This is an optimization exercise on Yosys and OpenROAD, whose aim is small area and a short achievable clock period, not a production implementation. At most, simulation tests tie the RTL to the original design; equivalence was not proved.

==> run R <==
Design FIR_transposed, start of the top module:
module FIR_transposed(clk, reset, noisy_signal, filtered_real);
Settings: LEC_CHECK=0, ABC_CLOCK_PERIOD_IN_PS=2000, CAP_MARGIN=20, CORE_MARGIN=2, CORE_UTILIZATION=40, SETUP_SLACK_MARGIN=5, SLEW_MARGIN=20, SYNTH_HIERARCHICAL=1; clock period 13.0 ns.
standard.sh (not shown) runs the stock make flow with config.mk's settings and CLKGATE_MAP_FILE= SYNTH_SCRIPT=/design/flow/synth_recipe.tcl, a recipe that flattens the netlist after the stock synthesis.
==> flow/flow/run.sh <==
#!/bin/bash
# Standard layout with a larger setup-repair margin.
bash standard.sh SETUP_SLACK_MARGIN=5.8 finish > standard.log 2>&1
==> run Y (differences from run R) <==
==> flow/run.sh (new file) <==
#!/bin/bash
# synth_recipe.tcl (not shown) runs the flow's synth.tcl, then flattens the netlist and writes it again
# the make line also repeats each setting of config.mk as NAME=value (left out here)
make -C /OpenROAD-flow-scripts/flow DESIGN_CONFIG=/design/flow/config.mk WORK_HOME=/design/flow/orfs CLKGATE_MAP_FILE= SYNTH_SCRIPT=/design/flow/synth_recipe.tcl finish
--- a/flow/config.mk
+++ b/flow/config.mk
@@ -9,6 +9,8 @@
 export CAP_MARGIN = 20
 export CORE_MARGIN = 2
 export CORE_UTILIZATION = 40
+export CTS_CLUSTER_DIAMETER = 140
+export CTS_CLUSTER_SIZE = 25
 export SETUP_SLACK_MARGIN = 5
 export SLEW_MARGIN = 20
 export SYNTH_HIERARCHICAL = 1
removed: flow/flow/run.sh
removed: flow/standard.sh
==> results.yml <==
hold_path:
  hp-start: "h46[13]"
setup_path:
  cpPeakStageDelay_ns: 0.56
timing:
  period_share_pct: 60.2
  max_freq_ghz: 0.128
  finalCriticalPeriod_ns: 7.82
routing:
  first_pass_iters: 5
  wl_um: 216000
final_layout:
  finalInstanceArea_sq_mm: 0.0756
  clkCellAreaFrac_pct: 1.76
  post-route-util_pct: 42.4
run_status:
  status: "no timing/DRC/antenna violations"
clock_tree:
  path_clk_slew_ns: 0.11
grt:
  grtUsageMet1_pct: 33.8
[end of results for run Y]
==> results.yml <==
run_status:
  status: "no timing/DRC/antenna violations"
hold_path:
  hp-start: "h42[14]"
routing:
  wl_um: 219000
  first_pass_iters: 7
setup_path:
  slowest_stage: "mux2_4"
  cpPeakStageDelay_ns: 0.27
timing:
  period_share_pct: 54.8
  max_freq_ghz: 0.140
  finalCriticalPeriod_ns: 7.12
final_layout:
  clkCellAreaFrac_pct: 4.40
  post-route-util_pct: 44.0
  finalInstanceArea_sq_mm: 0.0785
clock_tree:
  path_clk_slew_ns: 0.09
[end of results for run R]
No functional check of the RTL was part of any run of this note.


==> run a: inputs <==
Another version of the RTL of FIR_transposed (not shown whole).
Settings: LEC_CHECK=0, ABC_CLOCK_PERIOD_IN_PS=2000, CAP_MARGIN=20, CORE_MARGIN=2, CORE_UTILIZATION=40, SETUP_SLACK_MARGIN=0, SLEW_MARGIN=20, SYNTH_HIERARCHICAL=1; clock period 13.0 ns.
run.sh (not shown) runs the stock make flow with config.mk's settings and CLKGATE_MAP_FILE= SYNTH_SCRIPT=/design/flow/synth_recipe.tcl, a recipe that flattens the netlist after the stock synthesis.
Stock flow here: none of the scripts above is used.
==> run b (differences from run a) <==
==> flow/flow/run.sh (new file) <==
#!/bin/bash
# Standard layout with a larger setup-repair margin and power (size) recovery.
bash standard.sh SETUP_SLACK_MARGIN=7 RECOVER_POWER=100 finish > standard.log 2>&1
==> flow/standard.sh (new file) <==
#!/bin/bash
# synth_recipe.tcl (not shown) runs the flow's synth.tcl, then flattens the netlist and writes it again
# the make line also repeats each setting of config.mk as NAME=value (left out here)
make -C /OpenROAD-flow-scripts/flow DESIGN_CONFIG=/design/flow/config.mk WORK_HOME=/design/flow/orfs CLKGATE_MAP_FILE= SYNTH_SCRIPT=/design/flow/synth_recipe.tcl "${@:-finish}"
- SETUP_SLACK_MARGIN: 0 -> 5
removed: flow/run.sh
==> run c (differences from run a) <==
- SETUP_SLACK_MARGIN: 0 -> 5
==> run d (differences from run a) <==
==> flow/flow/run.sh (new file) <==
#!/bin/bash
# Standard layout with a larger setup-repair margin.
bash standard.sh SETUP_SLACK_MARGIN=7 finish > standard.log 2>&1
==> flow/standard.sh (new file) <==
#!/bin/bash
# synth_recipe.tcl (not shown) runs the flow's synth.tcl, then flattens the netlist and writes it again
# the make line also repeats each setting of config.mk as NAME=value (left out here)
make -C /OpenROAD-flow-scripts/flow DESIGN_CONFIG=/design/flow/config.mk WORK_HOME=/design/flow/orfs CLKGATE_MAP_FILE= SYNTH_SCRIPT=/design/flow/synth_recipe.tcl "${@:-finish}"
- SETUP_SLACK_MARGIN: 0 -> 5
removed: flow/run.sh
==> qor summary <==
item	run b	run a	run d	run c
Run status	complete, but fails checks	complete, no violations	complete, no violations	complete, no violations
Layout check failures	capacitance limit, slew limit	-	-	-
Maximum operating frequency	111 MHz	110 MHz	137 MHz	127 MHz
Met3 Routed Length	17000 um	17500 um	17300 um	16100 um
Library cell appearing most often on the critical path	sky130_fd_sc_hd__clkbuf_1	sky130_fd_sc_hd__a21o_1	-	-
Wire length of the first global-routing pass	333000 um	323000 um	333000 um	323000 um
First-pass iteration count of the detailed router	8	5	5	5
Worst slew slack as a fraction of its limit	-1.78	0.312	0.322	0.327
Footprint of the flip-flops and latches	0.0179 mm^2	0.0177 mm^2	0.0179 mm^2	0.0177 mm^2
Timing endpoint of the critical path	h31[3]	filtered_real[13]	filtered_real[11]	filtered_real[13]
Layout Cells excl Fill	7570	7310	7570	7323
Diodes inserted	1	0	1	0
Vias	39100	38200	39200	38100
Area used by multi-input combinational logic	0.0547 mm^2	0.0517 mm^2	0.0548 mm^2	0.0519 mm^2
Number of setup buffers added after CTS	186	0	186	9
Final number of max-transition violations	372	0	0	0
Type of origin of the critical path	primary input	register	primary input	primary input


==> lagoon <==
FIR_transposed, a different RTL version from the one above (not shown whole).
// FIR_transposed
module FIR_transposed(clk, reset, noisy_signal, filtered_real);
export LEC_CHECK = 0
export ABC_CLOCK_PERIOD_IN_PS = 2000
export CAP_MARGIN = 20
export CORE_MARGIN = 2
export CORE_UTILIZATION = 40
export SETUP_SLACK_MARGIN = 5
export SLEW_MARGIN = 20
export SYNTH_HIERARCHICAL = 1
create_clock -name core_clock -period 13.0 [get_ports {clk}]
Stock flow here: none of the scripts above is used.
==> inputs of willow, as changes to lagoon <==
--- a/flow/design.v
+++ b/flow/design.v
@@ -24,70 +24,16 @@
 module YADD(r, u, v, y);
   input [31:0] r;
   input [31:0] u;
   input [31:0] v;
   output [15:0] y;
   wire [31:0] t = r + u + v;
   assign y = t[31:16];
 endmodule
-module YSEL(r, x, y);
-  input [31:0] r;
-  input [15:0] x;
-  output [15:0] y;
-  wire [15:0] d;
-  XOR2M u_d0 (.a(x[0]), .b(1'b1), .y(d[0]));
-  genvar i;
-  generate
-    for (i = 1; i < 16; i = i + 1) begin : g_d
-      XOR2M u_d (.a(x[i]), .b(x[i-1]), .y(d[i]));
-    end
-  endgenerate
-  wire [15:0] s = r[15:0] ^ d;
-  wire [15:0] xm1 = {x[14:0], 1'b1};
-  wire [15:0] c = (r[15:0] & ~x) | (r[15:0] & ~xm1) | (~x & ~xm1);
-  wire [15:0] A = s;
-  wire [15:0] B = {c[14:0], 1'b0};
-  wire [15:0] g0 = A & B;
-  wire [15:0] p0 = A | B;
-  wire [7:0] g1, p1;
-  wire [3:0] g2, p2;
-  wire [1:0] g3, p3;
-  generate
-    for (i = 0; i < 8; i = i + 1) begin : l1
-      assign g1[i] = g0[2*i+1] | (p0[2*i+1] & g0[2*i]);
-      assign p1[i] = p0[2*i+1] & p0[2*i];
-    end
-    for (i = 0; i < 4; i = i + 1) begin : l2
-      assign g2[i] = g1[2*i+1] | (p1[2*i+1] & g1[2*i]);
-      assign p2[i] = p1[2*i+1] & p1[2*i];
-    end
-    for (i = 0; i < 2; i = i + 1) begin : l3
-      assign g3[i] = g2[2*i+1] | (p2[2*i+1] & g2[2*i]);
-      assign p3[i] = p2[2*i+1] & p2[2*i];
-    end
-  endgenerate
-  wire b = g3[1] | (p3[1] & g3[0]);
-  wire a = c[15];
-  wire e = ~x[15];
-  wire [15:0] rh = r[31:16];
-  wire [15:0] qm2 = rh - 16'd2;
-  wire [15:0] qm1 = rh - 16'd1;
-  wire [15:0] qp1 = rh + 16'd1;
-  wire [15:0] qp2 = rh + 16'd2;
-  wire [15:0] t0 = e ? (a ? qm1 : qm2) : (a ? qp1 : rh);
-  wire [15:0] t1 = e ? (a ? rh : qm1) : (a ? qp2 : qp1);
-  assign y = b ? t1 : t0;
-endmodule
-module XOR2M(a, b, y);
-  input a;
-  input b;
-  output y;
-  assign y = a ^ b;
-endmodule
 module INV(a, y);
   input a;
   output y;
   assign y = ~a;
 endmodule
 module FIR_transposed(clk, reset, noisy_signal, filtered_real);
   input clk;
   input reset;
@@ -5053,12 +4999,13 @@
     T1b <= T1b_d;
     Sa <= Sa_d;
     Sb <= Sb_d;
   end
   wire [31:0] sa = {1'b0, Sa[30], ~Sa[29], ~Sa[28], ~Sa[27], ~Sa[26], ~Sa[25], Sa[24], Sa[23], Sa[22], Sa[21], ~Sa[20], ~Sa[19], ~Sa[18], ~Sa[17], Sa[16], Sa[15], ~Sa[14], Sa[13], Sa[12], Sa[11], Sa[10], Sa[9], Sa[8], Sa[7], Sa[6], Sa[5], ~Sa[4], Sa[3], Sa[2], Sa[1], Sa[0]};
   wire [31:0] sb = {1'b0, ~Sb[30], 1'b0, 1'b0, 1'b0, 1'b0, 1'b0, 1'b0, Sb[23], Sb[22], ~Sb[21], 1'b0, ~Sb[19], ~Sb[18], Sb[17], 1'b0, ~Sb[15], Sb[14], 1'b0, 1'b0, 1'b0, ~Sb[10], Sb[9], Sb[8], Sb[7], 1'b0, 1'b0, Sb[4], Sb[3], 1'b0, Sb[1], 1'b0};
   wire [31:0] r;
   RADD u_radd (.a(sa), .b(sb), .r(r));
+  wire [31:0] xn = ~{{16{x[15]}}, x};
   wire [15:0] y;
-  YSEL u_ysel (.r(r), .x(x), .y(y));
+  YADD u_yadd (.r(r), .u(xn), .v({xn[30:0], 1'b0}), .y(y));
   assign filtered_real = y;
 endmodule
==> summary of the runs <==
Utilization: lagoon is lower than willow (0.14 points).
lagoon finished clean. willow completed without violations.
In lagoon the wire length is higher than in willow, by 8.4%.
Of lagoon and willow, lagoon has the higher first-iteration DRC count (gap 17%, measured against willow).
In critical path depth, willow and lagoon do not differ.
Between willow and lagoon, the lower global-route usage is in willow (gap 2.1 points).
In lagoon the non-clock buffer count is higher than in willow, by 19.
==> figures <==
Clock latency on the worst-skew pair: lagoon 0.75 ns; willow 0.73 ns
Critical Path Start: lagoon noisy_signal[5]; willow noisy_signal[15]
Wire length per cell: lagoon 31.2 µm; willow 29.0 µm
Initial antenna violation count: lagoon 4; willow 0
Endpoint of the worst hold path: lagoon h37[10]; willow h37[11]
Inverters: lagoon 263; willow 299
Finished Cell Area: lagoon 0.0779 mm²; willow 0.0782 mm²
Std-Cell Core Area: lagoon 0.176 mm²; willow 0.176 mm²
Non-clock buffer contribution to total cell area: lagoon 0.0120; willow 0.00965
Slew at the pin closest to its max-slew limit: lagoon 1.06 ns; willow 0.994 ns
Crit-path max cell delay: lagoon 0.40 ns; willow 0.58 ns
Result of the run: lagoon complete, no violations; willow complete, no violations
No run of this note included a check of the RTL's function; only the layout flow was run.

==> separate check: timing with driven ports <==
Ports are ideal in the flow. The routed layouts listed here were re-timed in OpenROAD.
Step 1 assumes that a clkbuf_16 drives the clock port and a buf_2 every other input.
Step 2 moves the port delays by t, midway between the first and last clock arrival at a register: inputs arrive t later, outputs are due t later. That takes back most of the time a late clock gives input paths.
a / b / c = ideal ports / drivers / drivers and shift; a / b = the first two.
run | t, ns | setup slack, ns | latest minus earliest clock arrival (ns) | slew at the worst register clock pin (ns) | worst slew at a driven data input, ns
run R | 0.799 | 5.881 / 5.831 / 5.681 | 0.070 / 0.069 | 0.09 / 0.09 | 0.07
run Y | 0.752 | 5.179 / 5.157 / 5.157 | 0.115 / 0.115 | 0.12 / 0.12 | 0.05
run a | 0.770 | 3.908 / 3.829 / 4.555 | 0.085 / 0.084 | 0.07 / 0.07 | 0.08
run b | 0.769 | 4.010 / 4.011 / 3.242 | 0.063 / 0.064 | 0.07 / 0.07 | 0.07
run c | 0.768 | 5.154 / 5.110 / 5.123 | 0.085 / 0.086 | 0.07 / 0.07 | 0.08
run d | 0.770 | 5.712 / 5.661 / 5.661 | 0.062 / 0.062 | 0.07 / 0.07 | 0.08
lagoon | 0.799 | 4.988 / 4.940 / 4.940 | 0.065 / 0.066 | 0.07 / 0.07 | 0.06
willow | 0.786 | 5.053 / 4.983 / 4.983 | 0.047 / 0.047 | 0.08 / 0.08 | 0.10
The setup slack of run b, which loses most, moves by +0.001 ns with the drivers and by -0.768 ns with both steps.
